From an optimization exercise on the open Yosys and OpenROAD flow, aimed at small area, a short achievable clock period and few clock cycles; shortcuts taken in it are not production practice. In this exercise RTL edits were held to simulation tests only and were not proved equivalent to the original.

Setup of build 71:
==> flow/design.v (excerpt) <==
module MiniSRC (
input clr, clk,
input  [31:0] mem_rdata,
output [8:0]  mem_addr,
output [31:0] mem_wdata,
output        mem_we,
input  [31:0] in_port,
output [31:0] out_port,
output        out_we,
output run
);
Size in the first run: ~5,400 cells after synthesis, ~140 I/O pins, about 52,000 µm² of cells after synthesis.
==> flow/config.mk <==
export PLATFORM = sky130hd
export DESIGN_NAME = MiniSRC
export DESIGN_NICKNAME = MiniSRC
export VERILOG_FILES = /design/flow/design.v
export SDC_FILE = /design/flow/constraint.sdc
export NUM_CORES = 4
export LEC_CHECK = 0
export ABC_AREA = 1
export CAP_MARGIN = 20
export CORE_MARGIN = 2
export CORE_UTILIZATION = 50
export SLEW_MARGIN = 20
==> flow/constraint.sdc <==
create_clock -name core_clock -period 36.0 [get_ports {clk}]
set_input_delay 7.2000 -clock core_clock [delete_from_list [all_inputs] [get_ports {clk}]]
set_output_delay 7.2000 -clock core_clock [all_outputs]
set_load 0.01 [all_outputs]
standard.sh (not shown) runs the stock make flow with config.mk's settings and CLKGATE_MAP_FILE= SYNTH_SCRIPT=/design/flow/synth_recipe.tcl, a recipe that flattens the netlist after the stock synthesis.
==> flow/flow/run.sh <==
#!/bin/bash
# The standard layout (standard.sh: ORFS from synthesis to finish), with
# two differences:
#  - synthesis runs flow/synth.tcl: synth_recipe.tcl with a different ABC
#    mapping of the logic (see that file); registers are mapped before ABC,
#    as in the standard synthesis, so they are the same cells, same names;
#  - the timing repair passes that ORFS runs after floorplan, CTS and global
#    routing aim at SETUP_SLACK_MARGIN ns of slack beyond the constraint, so
#    they size and buffer every path slower than 36 - 27.7 = 8.3 ns.
# The SDC (clock period, I/O delays, loads) is the standard flow's, unchanged.
set -euo pipefail
cd "$(dirname "$0")/.."
bash standard.sh SYNTH_SCRIPT="$PWD/flow/synth.tcl" SETUP_SLACK_MARGIN=27.7 finish > orfs_make.log 2>&1
==> flow/flow/abc_adders.script <==
# ABC script for the adder modules: ORFS abc_area.script without its
# buffering and sizing steps
strash
dch
map -B 0.9
topo
stime -c
==> flow/flow/synth.tcl <==
# synth_recipe.tcl (the standard synthesis script), except for the
# technology mapping of the logic (registers are mapped before ABC, which
# maps only the logic between them, so they are the same cells with the
# same names as in the standard synthesis):
#  - the adder modules (AddSk) are kept apart until the end and mapped with
#    flow/abc_adders.script, which keeps their carry-lookahead structure;
#  - the rest is mapped with Yosys's default ABC script, which gives
#    smaller logic than ORFS's area script.
# The design is flattened at the end, as in synth_recipe.tcl.
set flow_dir [file dirname [file normalize [info script]]]
proc synth {args} {
  yosys setattr -mod -set keep_hierarchy 1 {$paramod\\AddSk*}
  yosys synth -nofsm -noshare {*}$args
}
proc abc {args} {
  global flow_dir
  set out {}
  for {set i 0} {$i < [llength $args]} {incr i} {
    set a [lindex $args $i]
    if {$a eq "-script"} { incr i; continue }
    lappend out $a
  }
  yosys abc -script $flow_dir/abc_adders.script {*}$out {$paramod\\AddSk*}
  yosys abc {*}$out MiniSRC
}
source $::env(SCRIPTS_DIR)/synth.tcl
# left out here: clear keep_hierarchy, flatten, clean up, hide names made inside functions, write 1_2_yosys.v
Testbench counts of build 71, summed over its fixed seeds: cycles 140,964.
The following lists how build 85 was set up differently from build 71:
- CTS_CLUSTER_DIAMETER newly set to 70
- CTS_CLUSTER_SIZE newly set to 25
- Build 85 completed end to end with timing, DRC and antenna clean.
- Having completed the whole flow, build 71 delivered a layout that passed the timing, design-rule and antenna checks.
- Between build 85 and build 71, the worst-case setup margin in the final layout figures differ only marginally.
- Any difference in post-route fraction of the period consumed by the critical path between build 71 and build 85 is small enough to ignore.
- Compared with build 71, build 85 shows a higher reg2reg setup slack.
- Taking build 71 as the reference point, the routed wire length of build 85 falls by 1600 µm.
Setup changes, build 85 to build 41
- CTS_CLUSTER_SIZE no longer set, was 25
- CTS_CLUSTER_DIAMETER no longer set, was 70
--- a/flow/flow/run.sh
+++ b/flow/flow/run.sh
@@ -8,3 +8,3 @@
 #    routing aim at SETUP_SLACK_MARGIN ns of slack beyond the constraint, so
-#    they size and buffer every path slower than 36 - 27.7 = 8.3 ns.
+#    they size and buffer every path slower than 36 - 27.5 = 8.5 ns.
 # The SDC (clock period, I/O delays, loads) is the standard flow's, unchanged.
@@ -12,2 +12,2 @@
 cd "$(dirname "$0")/.."
-bash standard.sh SYNTH_SCRIPT="$PWD/flow/synth.tcl" SETUP_SLACK_MARGIN=27.7 finish > orfs_make.log 2>&1
+bash standard.sh SYNTH_SCRIPT="$PWD/flow/synth.tcl" SETUP_SLACK_MARGIN=27.5 finish > orfs_make.log 2>&1
--- outcome ---
- Build 41 vs build 85, routed wire length went up by about 2.4%.
- Build 41 vs. build 85: post-route clock period utilization closely matched the old numbers, total of clock buffers placed in the layout rose 55.
Setup changes, build 41 to build 89
- CORE_UTILIZATION now 60, was 50
- On build 89: total of cells resized after clock tree synthesis is 105 lower than what build 41 gave.
- Of build 41 and build 89, the run reporting the lower final critical delay including setup and external delays was build 89.
- Delta (build 89 minus build 41): count of vias placed by the detailed router higher, hold slack higher, post-route clock period utilization lower.
Relative to build 89, the following input files were edited for build 68:
- CORE_UTILIZATION changed from 60 to 50
- CTS_CLUSTER_SIZE newly set to 30
- CTS_CLUSTER_DIAMETER newly set to 80
--- a/flow/flow/run.sh
+++ b/flow/flow/run.sh
@@ -8,3 +8,3 @@
 #    routing aim at SETUP_SLACK_MARGIN ns of slack beyond the constraint, so
-#    they size and buffer every path slower than 36 - 27.5 = 8.5 ns.
+#    they size and buffer every path slower than 36 - 27.7 = 8.3 ns.
 # The SDC (clock period, I/O delays, loads) is the standard flow's, unchanged.
@@ -12,2 +12,2 @@
 cd "$(dirname "$0")/.."
-bash standard.sh SYNTH_SCRIPT="$PWD/flow/synth.tcl" SETUP_SLACK_MARGIN=27.5 finish > orfs_make.log 2>&1
+bash standard.sh SYNTH_SCRIPT="$PWD/flow/synth.tcl" SETUP_SLACK_MARGIN=27.7 finish > orfs_make.log 2>&1
Findings:
NOTE: post-cts gate resize count in build 68 exceeds that of build 89
Summary of the comparison: global-route wire length before repair is higher in build 68, relative to build 89.
Build 68 -> build 89: synthesized area flat
Of build 68 and build 89, build 68 shows the higher data arrival time of the worst path, with build 89 below it.
Between build 89 and build 68, the flow reports non-filler instance count after layout increasing by a few percent.
Build 68 ended up with mem_wdata[19] as its capturing instance or port of the critical path; build 89 ended up with mem_wdata[1].
From build 89 to build 68 the numbers moved as follows: part of the cycle the worst path needs saw an increase, global-route usage saw a decrease.

==> re-timing with driven ports <==
Ports are ideal in the flow. The routed layouts listed here were re-timed in OpenROAD. Step 1, drivers: a clkbuf_16 drives clk and a buf_2 each remaining input, both assumed. Step 2 times the ports against the registers' clock, not the clock port: input delays grow and output delays shrink by t, the midpoint of the rising clock arrivals with the driver on. Slacks: ideal ports / drivers / drivers and shift; pairs: ideal ports / drivers.
run | t (ns) | setup slack, ns | worst setup path after step 2
build 71 | 0.747 | 27.386 / 27.316 / 26.935 | input to register
build 85 | 0.762 | 27.386 / 27.315 / 26.978 | input to register
build 41 | 0.758 | 27.362 / 27.283 / 26.857 | input to register
build 89 | 0.750 | 27.459 / 27.387 / 26.792 | input to register
build 68 | 0.751 | 27.398 / 27.329 / 26.962 | input to register
After both steps setup and hold are still met in every run listed. For build 89, which loses most, drivers alone change the setup slack by -0.072 ns; drivers and shift together by -0.667 ns.
